Context: an optimization exercise on an open-source flow, tuned for small area. The choices shown serve that exercise and are no tape-out recipe. In this exercise RTL edits were held to simulation tests only and were not proved equivalent to the original. No activity file was given, so power comes from the tool's default toggle rates.

## v23
==> flow/design.v (excerpt) <==
module sphincs_randomizer_R (
  input  wire         CLK,
  input  wire         RST,
  input  wire         start,
  input  wire [127:0] sk_prf,
  input  wire [127:0] optrand,
  input  wire [263:0] msg,
  output wire [127:0] R,
  output reg          valid
);
Settings: LEC_CHECK=0, CAP_MARGIN=20, CORE_MARGIN=2, CORE_UTILIZATION=45, SETUP_SLACK_MARGIN=0.2, SLEW_MARGIN=20, SYNTH_HIERARCHICAL=1; clock period 10.0 ns.
standard.sh (not shown) runs the stock make flow with config.mk's settings and CLKGATE_MAP_FILE= SYNTH_SCRIPT=/design/flow/synth_recipe.tcl, a recipe that flattens the netlist after the stock synthesis.
==> flow/flow/run.sh <==
#!/bin/bash
# Own layout flow: the standard ORFS flow (standard.sh) with two changes
# that only affect how the layout is built:
#  - the port buffers that buffer_ports inserts on every input and output are
#    the smallest buffer cell (sky130_fd_sc_hd__buf_1) instead of the default
#    clkdlybuf4s50_1;
#  - clock tree synthesis uses clkbuf_4 with small sink clusters and
#    no dummy loads.
# Each tool's full output lands in the ORFS log folder; the make output is
# kept in standard.log.
export BUFFER_PORTS_ARGS="-buffer_cell sky130_fd_sc_hd__buf_1"
export CTS_ARGS="-sink_clustering_enable -repair_clock_nets -dont_use_dummy_load -sink_clustering_size 10 -sink_clustering_max_diameter 40 -buf_list {sky130_fd_sc_hd__clkbuf_4}"
bash standard.sh > standard.log 2>&1
The inputs of v55 differ from those of v23 as listed below.
# v23
export LEC_CHECK = 0
export CAP_MARGIN = 20
export CORE_MARGIN = 2
export CORE_UTILIZATION = 45
export SETUP_SLACK_MARGIN = 0.2
export SLEW_MARGIN = 20
export SYNTH_HIERARCHICAL = 1
create_clock -name core_clock -period 10.0 [get_ports {CLK}]
# v55
export LEC_CHECK = 0
export CAP_MARGIN = 20
export CORE_MARGIN = 2
export CORE_UTILIZATION = 45
export GPL_TIMING_DRIVEN = 0
export SETUP_SLACK_MARGIN = 0.2
export SLEW_MARGIN = 20
export SYNTH_HIERARCHICAL = 1
create_clock -name core_clock -period 10.0 [get_ports {CLK}]
==> comparison <==
- Looking at v23 and v55, the standby leakage power is a wash.
- In the tables for v23 and v55, critical path buffer and inverter count reads lower with v23.
- v23 and v55 ended up with nearly the same flip-flop and latch count.
- v55 against v23; number of global-route vias before repair is up by a few percent.
- Portion of total power attributed to sequential cells ends up lower on v55.
- v55 drops more vias than v23.
- Worst setup slack deteriorates in v55 relative to v23.
- Compared to v23, v55 has fraction of standard cell area that is sequential 0.25 points lower.
Setup changes, v55 to v15
# v55
export LEC_CHECK = 0
export CAP_MARGIN = 20
export CORE_MARGIN = 2
export CORE_UTILIZATION = 45
export GPL_TIMING_DRIVEN = 0
export SETUP_SLACK_MARGIN = 0.2
export SLEW_MARGIN = 20
export SYNTH_HIERARCHICAL = 1
create_clock -name core_clock -period 10.0 [get_ports {CLK}]
# v15
export LEC_CHECK = 0
export CAP_MARGIN = 20
export CORE_MARGIN = 2
export CORE_UTILIZATION = 50
export SETUP_SLACK_MARGIN = 0.2
export SLEW_MARGIN = 20
export SYNTH_HIERARCHICAL = 1
create_clock -name core_clock -period 10.0 [get_ports {CLK}]
--- a/flow/flow/run.sh
+++ b/flow/flow/run.sh
@@ -11,3 +11,3 @@
 export BUFFER_PORTS_ARGS="-buffer_cell sky130_fd_sc_hd__buf_1"
-export CTS_ARGS="-sink_clustering_enable -repair_clock_nets -dont_use_dummy_load -sink_clustering_size 10 -sink_clustering_max_diameter 40 -buf_list {sky130_fd_sc_hd__clkbuf_4}"
+export CTS_ARGS="-sink_clustering_enable -repair_clock_nets -dont_use_dummy_load -sink_clustering_size 9 -sink_clustering_max_diameter 40 -buf_list {sky130_fd_sc_hd__clkbuf_4}"
 bash standard.sh > standard.log 2>&1
Results
Side by side, met3 track demand over resource turned out higher in v15 than in v55. Cmp v55 and v15 / portion of total power attributed to combinational logic / higher: v55. The share of power burned in the clock network reported for v15 is greater than that of v55 by 0.5 points. Taking v55 over v15, the length of routed wiring on met1 ratio works out to 1.09. Number of ordinary and repair buffers in the finished layout: v15 < v55. Number of resized instances in the post-cts repair step | v15 below v55. Re layout overhead on the synthesized area: v15 is 0.71 points down on v55. Against v55, v15 reports a worst setup slack that is higher. Peak supply drop (v15 vs. v55) decreases by a little under 10%.


Setup of willow:
sphincs_randomizer_R, a different RTL version from the one above (not shown whole).
Size in the first run: ~3,000 cells after synthesis, ~1,000 flip-flops.
clock: 10.0 ns
lec_check: 0
cap_margin: 20
core_margin: 2
core_utilization: 45
slew_margin: 20
synth_hierarchical: 1
==> flow/flow/run.sh <==
#!/bin/bash
# Own layout flow: the standard ORFS flow (standard.sh) with two changes
# that only affect how the layout is built:
#  - the port buffers that buffer_ports inserts on every input and output are
#    the smallest buffer cell (sky130_fd_sc_hd__buf_1) instead of the default
#    clkdlybuf4s50_1;
#  - clock tree synthesis uses clkbuf_4 with small sink clusters and
#    no dummy loads.
# Each tool's full output lands in the ORFS log folder; the make output is
# kept in standard.log.
export BUFFER_PORTS_ARGS="-buffer_cell sky130_fd_sc_hd__buf_1"
export CTS_ARGS="-sink_clustering_enable -repair_clock_nets -dont_use_dummy_load -sink_clustering_size 9 -sink_clustering_max_diameter 40 -buf_list {sky130_fd_sc_hd__clkbuf_4}"
bash standard.sh > standard.log 2>&1
diff inputs: willow => pepper
- SETUP_SLACK_MARGIN now 0.1, previously not set
==> comparison <==
- Power after layout, willow and pepper: smaller value in willow
- Comparing willow with pepper, the share of cell area taken by flip-flops and latches came out essentially unchanged.
- Between willow and pepper, post-route clock period utilization is lower for pepper, willow comes in above that.
- Diff willow -> pepper | time the worst path needs with I/O delays and setup | decrease of 0.13 ns
- Relative to willow, worst hold slack has increased by 0.036 ns in pepper.

## what the ideal ports hide
How much do the figures lean on ideal ports? The routed layouts below were timed once more, with nothing changed but the port constraints. Step 1: set_driving_cell puts a clkbuf_16 on CLK and a buf_2 on each other input, an assumption about the parent block. Step 2, shift: input delay + t, output delay - t, t = (earliest + latest rising clock arrival at the registers) / 2. This alone moves slack from input paths to output paths. a / b / c = no drivers / after step 1 / after step 2; a / b = the first two.
run	shift t [ns]	slack for setup (ns)	slew at the worst register clock pin (ns)
v23	1.044	0.416 / 0.416 / 0.416	0.12 / 0.12
v55	1.036	0.297 / 0.297 / 0.297	0.12 / 0.12
v15	1.026	0.398 / 0.398 / 0.398	0.11 / 0.11
willow	1.048	0.220 / 0.220 / 0.220	0.11 / 0.11
pepper	1.016	0.347 / 0.347 / 0.347	0.10 / 0.10
After both steps every run listed still meets setup and hold.
